This design comes from an exercise in tuning for small area on the open sky130 flow, not from production work.
In this exercise RTL edits were held to simulation tests only and were not proved equivalent to the original.

==> flow/design.v, too long to show whole: its modules and the start of the top module <==
// module matched_filter_despreader_sync: 1166 lines
// module mfd_fa: 6 lines
// module mfd_xnor: 5 lines
// module mfd_or: 5 lines
// module mfd_ha: 6 lines
module matched_filter_despreader_sync (sample_i, sample_q, input_sample_valid,clk,reset,
										despread_sample_i, despread_sample_q, despread_sample_valid);
  // ...
==> flow/flow/run.sh <==
#!/bin/bash
# Own flow: the standard layout, with a leaner clock tree (no dummy loads,
# clusters of about 16 sinks per clkbuf_8) and the smallest buffer on each port.
# The ORFS output goes to standard.log in this folder.
export CTS_ARGS="-sink_clustering_enable -repair_clock_nets -dont_use_dummy_load -buf_list sky130_fd_sc_hd__clkbuf_8 -sink_clustering_size 16 -sink_clustering_max_diameter 50"
export BUFFER_PORTS_ARGS="-buffer_cell sky130_fd_sc_hd__buf_1"
bash standard.sh > standard.log 2>&1
==> flow/standard.sh <==
#!/bin/bash
# synth_recipe.tcl (not shown) runs the flow's synth.tcl, then flattens the netlist and writes it again
# the make line also repeats each setting of config.mk as NAME=value (left out here)
make -C /OpenROAD-flow-scripts/flow DESIGN_CONFIG=/design/flow/config.mk WORK_HOME=/design/flow/orfs CLKGATE_MAP_FILE= SYNTH_SCRIPT=/design/flow/synth_recipe.tcl "${@:-finish}"
==> flow/config.mk <==
export PLATFORM = sky130hd
export DESIGN_NAME = matched_filter_despreader_sync
export DESIGN_NICKNAME = matched_filter_despreader_sync
export VERILOG_FILES = /design/flow/design.v
export SDC_FILE = /design/flow/constraint.sdc
export NUM_CORES = 4
export LEC_CHECK = 0
export CAP_MARGIN = 20
export CORE_MARGIN = 2
export CORE_UTILIZATION = 75
export SLEW_MARGIN = 20
export SYNTH_HIERARCHICAL = 1
==> flow/constraint.sdc <==
create_clock -name core_clock -period 10.0 [get_ports {clk}]
set_input_delay 2.0000 -clock core_clock [delete_from_list [all_inputs] [get_ports {clk}]]
set_output_delay 2.0000 -clock core_clock [all_outputs]
set_load 0.01 [all_outputs]
==> qor.txt, run 1 <==
RUN STATUS
--------------------------------------------------------------------------
Status ...................................................... complete, no violations

ROUTE
--------------------------------------------------------------------------
First-pass detailed-route iteration total ...................            6
Antenna Nets Post-Route .....................................            0
Wire length on met2 .........................................     32.94 mm
WL met3 .....................................................     5.604 mm

GLOBAL ROUTING
--------------------------------------------------------------------------
Pin count of the biggest net entering global routing ........          278
Met2 Use GR .................................................       0.5437
Highest-utilization routing layer at the global route stage .         met2
Met1 demand-to-capacity share in global routing .............       0.5162

FLOORPLANNING
--------------------------------------------------------------------------
Number of tap cells inserted ................................          525
Initial core utilization ....................................       0.7599
Height of the die ...........................................     204.9 um
Number of ports placed on the die boundary ..................          100
Std-Cell Core Area ..........................................  39820 sq um

CTS
--------------------------------------------------------------------------
TritonCTS clock tree ........................................         done
Post-cts repair resize count ................................            0
Root buffer cell ............................................     clkbuf_8
Total CTS buffers ...........................................           53
Post-cts hold buffer count ..................................            0

SYNTH
--------------------------------------------------------------------------
Cell with the most instances after synthesis ................      dfxtp_1
Count of warnings emitted by yosys ..........................            7
Average cell area after synthesis ...........................  13.27 sq um
Number of nets produced by synthesis ........................         2715

FINAL LAYOUT
--------------------------------------------------------------------------
N_diodes ....................................................            0
Utilization after layout ....................................       0.7869

CRITICAL PATH
--------------------------------------------------------------------------
Critical Path End ...........................................       ti[14]
Worst Reg-to-Reg Cells ......................................           24
CP Capture Type .............................................     register
Critical path depth in cells ................................           24
Worst reg2reg path startpoint ...............................       cnt[1]

TIMING
--------------------------------------------------------------------------
Final Max Tran Viols ........................................            0
Period Utilization, post-route ..............................       0.9307
Final count of negative-setup-slack endpoints ...............            0
Count of final hold-check violations ........................            0
Max-slew headroom at the worst pin ..........................       0.2883

RUN
--------------------------------------------------------------------------
Max-Cap Viols ...............................................            0

==> run 2, diff against run 1 <==
--- a/flow/config.mk
+++ b/flow/config.mk
@@ -5,8 +5,9 @@
 export SDC_FILE = /design/flow/constraint.sdc
 export NUM_CORES = 4
 export LEC_CHECK = 0
+export ABC_AREA = 1
 export CAP_MARGIN = 20
 export CORE_MARGIN = 2
-export CORE_UTILIZATION = 75
+export CORE_UTILIZATION = 85
 export SLEW_MARGIN = 20
 export SYNTH_HIERARCHICAL = 1
==> qor.txt, run 2 <==
RUN STATUS
----------------------------------------------------------------------------------------------------
Status ................................................................................ complete, no violations   unchanged

FLOORPLANNING
----------------------------------------------------------------------------------------------------
Height of the die .....................................................................     196.0 um   was 204.9 um
Floorplan die area ....................................................................  38430 sq um   was 41970 sq um
Std-Cell Core Area ....................................................................  36430 sq um   was 39820 sq um
FP Rows ...............................................................................           70   was 73
Initial core utilization ..............................................................       0.8602   was 0.7599
Number of ports placed on the die boundary ............................................          100   unchanged
Die X .................................................................................     196.0 um   was 204.9 um

RUN
----------------------------------------------------------------------------------------------------
Max-Cap Viols .........................................................................            0   unchanged

FINAL LAYOUT
----------------------------------------------------------------------------------------------------
Layout cell share with drive strength beyond 1 ........................................      0.03017   was 0.06059
Commonest non-fill, non-tap cell in the layout ........................................        inv_1   was dfxtp_1
Final layout net count ................................................................         3585   was 2697
Area occupied by registers ............................................................  13750 sq um   was 13760 sq um
Total area of multi-input combinational cells .........................................  13580 sq um   was 15460 sq um
Synthesis-to-finish area growth .......................................................       2.635%   was 3.552%
Largest registers ..................................................................... ci x320, cq x320   unchanged
Final cell count without fillers ......................................................         3617   was 2786
Commonest cells after routing, fill and taps aside .................................... inv_1 (793), dfxtp_1 (672), o22ai_1 (600), fa_1 (368), nand2_1 (300)   was dfxtp_1 (672), a22o_1 (608), fa_1 (368), buf_1 (98), nand2_1 (95)
Fill count ............................................................................         1498   was 2260
N_diodes ..............................................................................            0   unchanged

CTS
----------------------------------------------------------------------------------------------------
CTS H-tree lvls .......................................................................            2   unchanged
Clk sink count ........................................................................          684   unchanged
Clock buffer depth ....................................................................            3   unchanged
Total CTS buffers .....................................................................           53   unchanged
Clock latency of the later-clocked register in the worst-skew pair ....................       730 ps   was 670 ps
Root buffer cell ......................................................................     clkbuf_8   unchanged
Clock-pin slew reported for the worst setup and hold paths after clock tree synthesis .       100 ps   about the same
Post-cts repair resize count ..........................................................            0   unchanged
TritonCTS clock tree ..................................................................         done   unchanged
Post-CTS Setup Bufs ...................................................................            0   unchanged
Post-cts hold buffer count ............................................................            0   unchanged

ROUTE
----------------------------------------------------------------------------------------------------
Post-route DRC ........................................................................            0   unchanged
Number of vias in the routed layout ...................................................        23470   was 18340
DR vias/cell ..........................................................................        6.489   was 6.582
Wire length the detailed router placed on met1 ........................................     30.57 mm   was 31.32 mm
Wire length on met2 ...................................................................     41.41 mm   was 32.94 mm
Final Routed Wirelength ...............................................................     88.81 mm   was 71.34 mm
First-pass detailed-route iteration total .............................................            8   was 6
Uppermost metal layer occupied by signal nets .........................................         met5   was met4
WL met3 ...............................................................................     11.02 mm   was 5.604 mm
Iteration-0 DRC Markers ...............................................................         3280   was 1826
Wirelength per Cell ...................................................................     24.55 um   was 25.61 um
Antenna Nets Post-Route ...............................................................            0   unchanged

CRITICAL PATH
----------------------------------------------------------------------------------------------------
CP Capture Type .......................................................................     register   unchanged
Crit start category ...................................................................     register   unchanged
Endpoint of the worst register-to-register path .......................................       tq[15]   was ti[14]
Worst Reg-to-Reg Cells ................................................................           26   was 24
Worst reg2reg path startpoint .........................................................       cnt[0]   was cnt[1]
Required time at the worst-slack endpoint .............................................     10640 ps   was 10550 ps
Arrival time of the worst setup path ..................................................      9690 ps   was 9860 ps
Flop2flop setup slack .................................................................       960 ps   was 690 ps
Worst-path maximum fanout .............................................................            8   was 11
Critical path launch point ............................................................       cnt[0]   was cnt[1]
Category of the critical setup timing path ............................................ register to register   unchanged

TIMING
----------------------------------------------------------------------------------------------------
Period Utilization, post-route ........................................................       0.9042   was 0.9307
Final total negative setup slack ......................................................         0 ps   unchanged
Final count of negative-setup-slack endpoints .........................................            0   unchanged
Clock Skew ............................................................................     108.5 ps   was 74.56 ps
Final WS setup ........................................................................     957.9 ps   was 693.3 ps
Max-slew headroom at the worst pin ....................................................       0.2660   was 0.2883
Post-layout minimum cycle time ........................................................      9042 ps   was 9307 ps
FMAX ..................................................................................   0.1106 GHz   was 0.1074 GHz
Final Max Tran Viols ..................................................................            0   unchanged
RSZ-0062 raised after global routing ..................................................           no   unchanged
Worst-margin pin slew .................................................................      1101 ps   was 1068 ps
Count of final hold-check violations ..................................................            0   unchanged

WORST HOLD PATH
----------------------------------------------------------------------------------------------------
WHS Endpoint ..........................................................................           s3   was s2
Path category of the worst min-delay check ............................................ register to register   unchanged
Min-Delay Startpoint ..................................................................           s2   was s1
Cells on Worst Hold Path ..............................................................            0   unchanged

PLACED DESIGN
----------------------------------------------------------------------------------------------------
Detail Placement HPWL .................................................................     61.80 mm   was 53.73 mm
Number of instances in the placed design ..............................................         3564   was 2732
Number of port buffers ................................................................           99   unchanged
Gpl congestion ........................................................................        1.046   was 0.9909
DP Worst Slack ........................................................................      1037 ps   was 780.1 ps

SYNTH
----------------------------------------------------------------------------------------------------
FF+latch count, synth .................................................................          684   unchanged
Async set-reset flop share out of synthesis ...........................................      0.01754   unchanged
Fraction of synthesized cell area taken by the top area cell type .....................       0.4292   was 0.4446
Post-synth top cells .................................................................. inv_1 (794), dfxtp_1 (672), o22ai_1 (600), fa_1 (368), nand2_1 (300)   was dfxtp_1 (672), a22o_1 (608), fa_1 (368), clkbuf_1 (119), nand2_1 (95)
Average cell area after synthesis .....................................................  9.890 sq um   was 13.27 sq um
Post-synthesis cell area ..............................................................  31340 sq um   was 30260 sq um
Count of warnings emitted by yosys ....................................................            7   unchanged
Count of flip-flops with a built-in enable after synthesis ............................            0   unchanged
Cell with the most instances after synthesis ..........................................        inv_1   was dfxtp_1
Main flop type after synthesis ........................................................      dfxtp_1   unchanged
Top post-synthesis cells by area ...................................................... dfxtp_1 (43%), fa_1 (24%), o22ai_1 (12%)   was dfxtp_1 (44%), fa_1 (24%), a22o_1 (18%)
Post-synthesis cell count .............................................................         3169   was 2281
Most area-hungry cell type in the Yosys netlist .......................................      dfxtp_1   unchanged
Number of distinct library cells after synthesis ......................................           30   was 43
Register area share after synthesis ...................................................       0.4388   was 0.4545
Number of nets produced by synthesis ..................................................         3603   was 2715

GLOBAL ROUTING
----------------------------------------------------------------------------------------------------
Pin count of the biggest net entering global routing ..................................          250   was 278
Global route total overflow ...........................................................            0   unchanged
Global-route wire length before repair ................................................     134.7 mm   was 109.2 mm
Number of antenna violations at the first check in global routing .....................            2   was 0
Vias in the first global route ........................................................        23980   was 18630
Gr usage total ........................................................................       0.4730   was 0.3493

## run 2: cell types whose count changed after synthesis, sizes merged, moves of 42 or more
cell,previous run,this run
o21ai,16,58
o22ai,0,600
inv,46,806
and2,55,0
nand2,95,307
nor2,7,102
mux2,48,0
buf,71,149
a22o,608,0
clkbuf,119,33
## run 2: per-module statistics from Yosys (local to each module, per instance)
module                          cells inside  flip-flops and latches  area [sq um]  copies in the design
mfd_xnor                                   5                       0         18.77                    22
mfd_or                                     3                       0         11.26                    22
mfd_ha                                     1                       0         12.51                    26
matched_filter_despreader_sync          2599                     684         22990                     1
mfd_fa                                     1                       0         20.02                   368
## run 2: cells by family after synthesis
logic type | after synthesis | synth area share
AND/OR/NAND/NOR | 435 | 0.05549
buffers and inverters | 989 | 0.1279
XOR/XNOR | 2 | 0.0005590
flip-flops | 684 | 0.4388
AO/OA/AOI/OAI | 660 | 0.1298
adder cells (fa/ha/maj) | 399 | 0.2474
## run 2: worst max path at each step
stage / endpoint / cells past startpoint
after detailed placement: ti[14] / 23
after CTS: ti[14] / 23
after global routing: tq[15] / 24
after floorplan: ti[14] / 25
after global placement: tq[14] / 24
final: tq[15] / 26
## run 2: stage by stage
stage                     hold WS (ps)    util  instance area, sq um
final                            345.8  0.8829                 32170
after global routing             363.4  0.8829                 32170
after CTS                        356.8  0.8829                 32170
after detailed placement         378.8  0.8629                 31440
after global placement           360.4  0.8629                 31440
after floorplan                  354.3       -                 31340
## run 2: area by class of cell
type | count | share of cell area
clock buffer | 53 | 0.02268
inverter | 807 | 0.09471
multi-input combinational | 1496 | 0.4222
sequential | 684 | 0.4276
tap | 468 | 0.01820
timing repair buffer | 109 | 0.01466
## run 2: critical path: stages, from the launching register on
cell and delay [ps]:
dfrtp_1 490, inv_2 190, ha_1 170, nor2_1 50
nor2_1 260, inv_1 230, nand2_1 190, inv_1 100
fa_1 580, fa_1 440, fa_1 420, fa_1 480
fa_1 440, fa_1 470, fa_1 530, fa_1 430
fa_1 390, fa_1 390, ha_1 210, fa_1 390
ha_1 210, fa_1 380, fa_1 400, ha_1 210
fa_1 420, fa_1 420, inv_1 80
## run 2: per-layer routing
layer | GRT usage | vias up
met3 | 0.1172 | 469
li1 | - | 9919
met2 | 0.7559 | 1867
met1 | 0.6039 | 11210
met5 | 0 | -
met4 | 0.2545 | 4
==> run 3, diff against run 2 <==
--- a/flow/config.mk
+++ b/flow/config.mk
@@ -5,7 +5,6 @@
 export SDC_FILE = /design/flow/constraint.sdc
 export NUM_CORES = 4
 export LEC_CHECK = 0
-export ABC_AREA = 1
 export CAP_MARGIN = 20
 export CORE_MARGIN = 2
 export CORE_UTILIZATION = 85
==> qor.txt, run 3 <==
PLACED DESIGN
----------------------------------------------------------------------------------------------------
Gpl congestion ........................................................................        1.045   was 1.046
Detail Placement HPWL .................................................................     53.55 mm   was 61.80 mm
DP Worst Slack ........................................................................     831.4 ps   was 1037 ps
Number of port buffers ................................................................           99   unchanged

CRITICAL PATH
----------------------------------------------------------------------------------------------------
Cell repeated most along the worst path ...............................................         fa_1   unchanged
Required time at the worst-slack endpoint .............................................     10540 ps   was 10640 ps
Slowest cell on the critical path .....................................................      a21oi_2   was fa_1
Category of the critical setup timing path ............................................ register to register   unchanged
CP Capture Type .......................................................................     register   unchanged
CP peak stage delay ...................................................................       740 ps   was 580 ps
Arrival time of the worst setup path ..................................................      9770 ps   was 9690 ps
Crit start category ...................................................................     register   unchanged
Cells traversed along the worst timing path ........................................... nor2_1, a21oi_2, nand2_1, fa_1, fa_1, fa_1, fa_1, fa_1, fa_1, fa_1, fa_1, fa_1, fa_1, ha_1, fa_1, ha_1, fa_1, fa_1, ha_1, fa_1, fa_1
Worst-path maximum fanout .............................................................           16   was 8

TIMING
----------------------------------------------------------------------------------------------------
Max-slew headroom at the worst pin ....................................................       0.2350   was 0.2660
Worst-margin pin slew .................................................................      1147 ps   was 1101 ps
Clock Skew ............................................................................     77.58 ps   was 108.5 ps
RSZ-0062 raised after global routing ..................................................           no   unchanged
Final total negative setup slack ......................................................         0 ps   unchanged
Period Utilization, post-route ........................................................       0.9231   was 0.9042
Final count of negative-setup-slack endpoints .........................................            0   unchanged
Count of final hold-check violations ..................................................            0   unchanged
Worst hold slack ......................................................................     376.2 ps   was 345.8 ps
Final WS setup ........................................................................     768.9 ps   was 957.9 ps
Post-layout minimum cycle time ........................................................      9231 ps   was 9042 ps
FMAX ..................................................................................   0.1083 GHz   was 0.1106 GHz
Final Max Tran Viols ..................................................................            0   unchanged

ROUTE
----------------------------------------------------------------------------------------------------
Number of vias in the routed layout ...................................................        19560   was 23470
Final Routed Wirelength ...............................................................     78.61 mm   was 88.81 mm
First-pass detailed-route iteration total .............................................            5   was 8
Iteration-0 DRC Markers ...............................................................         2355   was 3280
DR vias/cell ..........................................................................        7.193   was 6.489
Uppermost metal layer occupied by signal nets .........................................         met5   unchanged
WL met3 ...............................................................................     8.260 mm   was 11.02 mm
Post-route DRC ........................................................................            0   unchanged
Wire length on met2 ...................................................................     37.50 mm   was 41.41 mm
Wire length the detailed router placed on met1 ........................................     29.00 mm   was 30.57 mm
Antenna Nets Post-Route ...............................................................            0   unchanged
Wirelength per Cell ...................................................................     28.91 um   was 24.55 um

SYNTH
----------------------------------------------------------------------------------------------------
Number of nets produced by synthesis ..................................................         2715   was 3603
Post-synthesis cell area ..............................................................  30260 sq um   was 31340 sq um
Combinational family with the most area after synthesis ...............................  adder cells   unchanged
XOR/XNOR share of the synthesized area ................................................     0.006657   was 0.0005589
Average cell area after synthesis .....................................................  13.27 sq um   was 9.890 sq um
Post-synthesis mux area share .........................................................      0.02514   was 0
Count of warnings emitted by yosys ....................................................            7   unchanged
Main flop type after synthesis ........................................................      dfxtp_1   unchanged
Most area-hungry cell type in the Yosys netlist .......................................      dfxtp_1   unchanged
Adder-cell area share of the yosys netlist ............................................       0.2563   was 0.2474
Fraction of synthesized cell area taken by the top area cell type .....................       0.4446   was 0.4292
Post-synth top cells .................................................................. dfxtp_1 (672), a22o_1 (608), fa_1 (368), clkbuf_1 (119), nand2_1 (95)   was inv_1 (794), dfxtp_1 (672), o22ai_1 (600), fa_1 (368), nand2_1 (300)
Async set-reset flop share out of synthesis ...........................................      0.01754   unchanged
Register area share after synthesis ...................................................       0.4545   was 0.4388
Cell with the most instances after synthesis ..........................................      dfxtp_1   was inv_1
Simple-gate area share of the yosys netlist ...........................................      0.03903   was 0.05549
Post-synthesis cell count .............................................................         2281   was 3169
Compound-gate portion of the synthesized area .........................................       0.1838   was 0.1298
FF+latch count, synth .................................................................          684   unchanged
Top post-synthesis cells by area ...................................................... dfxtp_1 (44%), fa_1 (24%), a22o_1 (18%)   was dfxtp_1 (43%), fa_1 (24%), o22ai_1 (12%)
Count of flip-flops with a built-in enable after synthesis ............................            0   unchanged
Number of distinct library cells after synthesis ......................................           43   was 30

GLOBAL ROUTING
----------------------------------------------------------------------------------------------------
Pin count of the biggest net entering global routing ..................................          197   was 250
Global route total overflow ...........................................................            0   unchanged
Vias in the first global route ........................................................        19660   was 23980
Global-route wire length before repair ................................................     114.2 mm   was 134.7 mm
Number of antenna violations at the first check in global routing .....................            2   unchanged
Gr usage total ........................................................................       0.4174   was 0.4730

CTS
----------------------------------------------------------------------------------------------------
Post-CTS Setup Bufs ...................................................................            0   unchanged
Post-cts repair resize count ..........................................................            0   unchanged
Total CTS buffers .....................................................................           52   was 53
CTS H-tree lvls .......................................................................            2   unchanged
Post-cts hold buffer count ............................................................            0   unchanged
Root buffer cell ......................................................................     clkbuf_8   unchanged
Clock buffer depth ....................................................................            3   unchanged
Clock latency of the later-clocked register in the worst-skew pair ....................       690 ps   was 730 ps
TritonCTS clock tree ..................................................................         done   unchanged
Clock-pin slew reported for the worst setup and hold paths after clock tree synthesis .       100 ps   about the same
Clk sink count ........................................................................          684   unchanged

FLOORPLANNING
----------------------------------------------------------------------------------------------------
Floorplan die area ....................................................................  37130 sq um   was 38430 sq um
Die X .................................................................................     192.7 um   was 196.0 um
Height of the die .....................................................................     192.7 um   was 196.0 um
Initial core utilization ..............................................................       0.8570   was 0.8602
Number of ports placed on the die boundary ............................................          100   unchanged
Std-Cell Core Area ....................................................................  35310 sq um   was 36430 sq um
FP Rows ...............................................................................           69   was 70

FINAL LAYOUT
----------------------------------------------------------------------------------------------------
Commonest non-fill, non-tap cell in the layout ........................................      dfxtp_1   was inv_1
N_diodes ..............................................................................            0   unchanged
Area occupied by registers ............................................................  13760 sq um   was 13750 sq um
Layout cell share with drive strength beyond 1 ........................................      0.05979   was 0.03017
Total area of multi-input combinational cells .........................................  15460 sq um   was 13580 sq um
Final layout net count ................................................................         2694   was 3585
Largest registers ..................................................................... ci x320, cq x320   unchanged
Commonest cells after routing, fill and taps aside .................................... dfxtp_1 (672), a22o_1 (608), fa_1 (368), buf_1 (98), nand2_1 (95)   was inv_1 (793), dfxtp_1 (672), o22ai_1 (600), fa_1 (368), nand2_1 (300)
Synthesis-to-finish area growth .......................................................       3.113%   was 2.635%
Fill count ............................................................................         1398   was 1498

RUN STATUS
----------------------------------------------------------------------------------------------------
Status ................................................................................ complete, no violations   unchanged

WORST HOLD PATH
----------------------------------------------------------------------------------------------------
Path category of the worst min-delay check ............................................ register to register   unchanged

RUN
----------------------------------------------------------------------------------------------------
Max-Cap Viols .........................................................................            0   unchanged

run 3: cell families after synthesis:
family                     Yosys count
DFF                                684
AOI/OAI and AO/OA                  642
adders and majority gates          399
buffers and inverters              236
and+or+nand+nor                    227
muxes                               70
xor gates and xnor gates            23
run 3: per-layer routing:
layer	track usage	vias up
met5	0	-
met4	0.1700	4
met3	0.08529	327
met2	0.6678	1356
met1	0.5661	9878
li1	-	7993
run 3: worst paths after layout:
path / slack, ps / depth (start not counted) / from / to
min in group asynchronous: 1370 / 2 / reset / cnt[2]
hold / removal: 380 / 0 / s2 / s3
setup / recovery: 770 / 21 / cnt[3] / tq[14]
max in group asynchronous: 8160 / 2 / reset / s3
setup reg to reg: 770 / 21 / cnt[3] / tq[14]
hold reg to reg: 380 / 0 / s2 / s3
run 3: worst max-delay path: cells and delay by family (launching register included):
family / cells / cell delay (ps)
adders and majority gates: 18 / 7160
DFF: 1 / 650
AOI/OAI and AO/OA: 1 / 740
and+or+nand+nor: 2 / 530
run 3: final cells by class:
cell class              instances  share of cell area
well taps                     461             0.01849
inverters                      46            0.005534
flip-flops and latches        684              0.4411
clock buffers                  52             0.02294
repair buffers                115             0.01644
multi-input cells            1361              0.4955
run 3: per-module statistics from Yosys (local to each module, per instance):
module	cell area, sq um	cells inside	flops+latches	times used
matched_filter_despreader_sync	22240	1843	684	1
mfd_fa	20.02	1	0	368
mfd_ha	12.51	1	0	26
mfd_xnor	8.758	1	0	22
mfd_or	6.256	1	0	22
run 3: per-stage QoR:
step / instance area (sq um) / std cells / utilization
2_1_floorplan: 30260 / 2281 / -
4_1_cts: 31190 / 2719 / 0.8834
5_1_grt: 31200 / 2719 / 0.8837
3_3_place_gp: 30480 / 2667 / 0.8632
6_report: 31200 / 2719 / 0.8837
3_5_place_dp: 30480 / 2667 / 0.8632

==> separate check: timing with driven ports <==
In the flow no input, the clock included, has a driving cell. The finished layouts below were timed again as built, in two steps. Step 1, drivers: a clkbuf_16 drives clk and a buf_2 each remaining input, both assumed. Step 2 times the ports against the registers' clock, not the clock port: input delays grow and output delays shrink by t, the midpoint of the rising clock arrivals with the driver on. a / b / c = ideal ports / drivers / drivers and shift; a / b = the first two.
run	t (ns)	slack for setup (ns)	worst setup path at the end	worst register clock-pin slew, ns	cell pins on the clock port's net
run 1	0.694	0.693 / 0.693 / 0.693	register to register	0.11 / 0.11	1
run 2	0.733	0.958 / 0.958 / 0.958	register to register	0.11 / 0.11	1
run 3	0.695	0.769 / 0.769 / 0.769	register to register	0.11 / 0.11	1
After both steps every run listed still meets setup and hold.
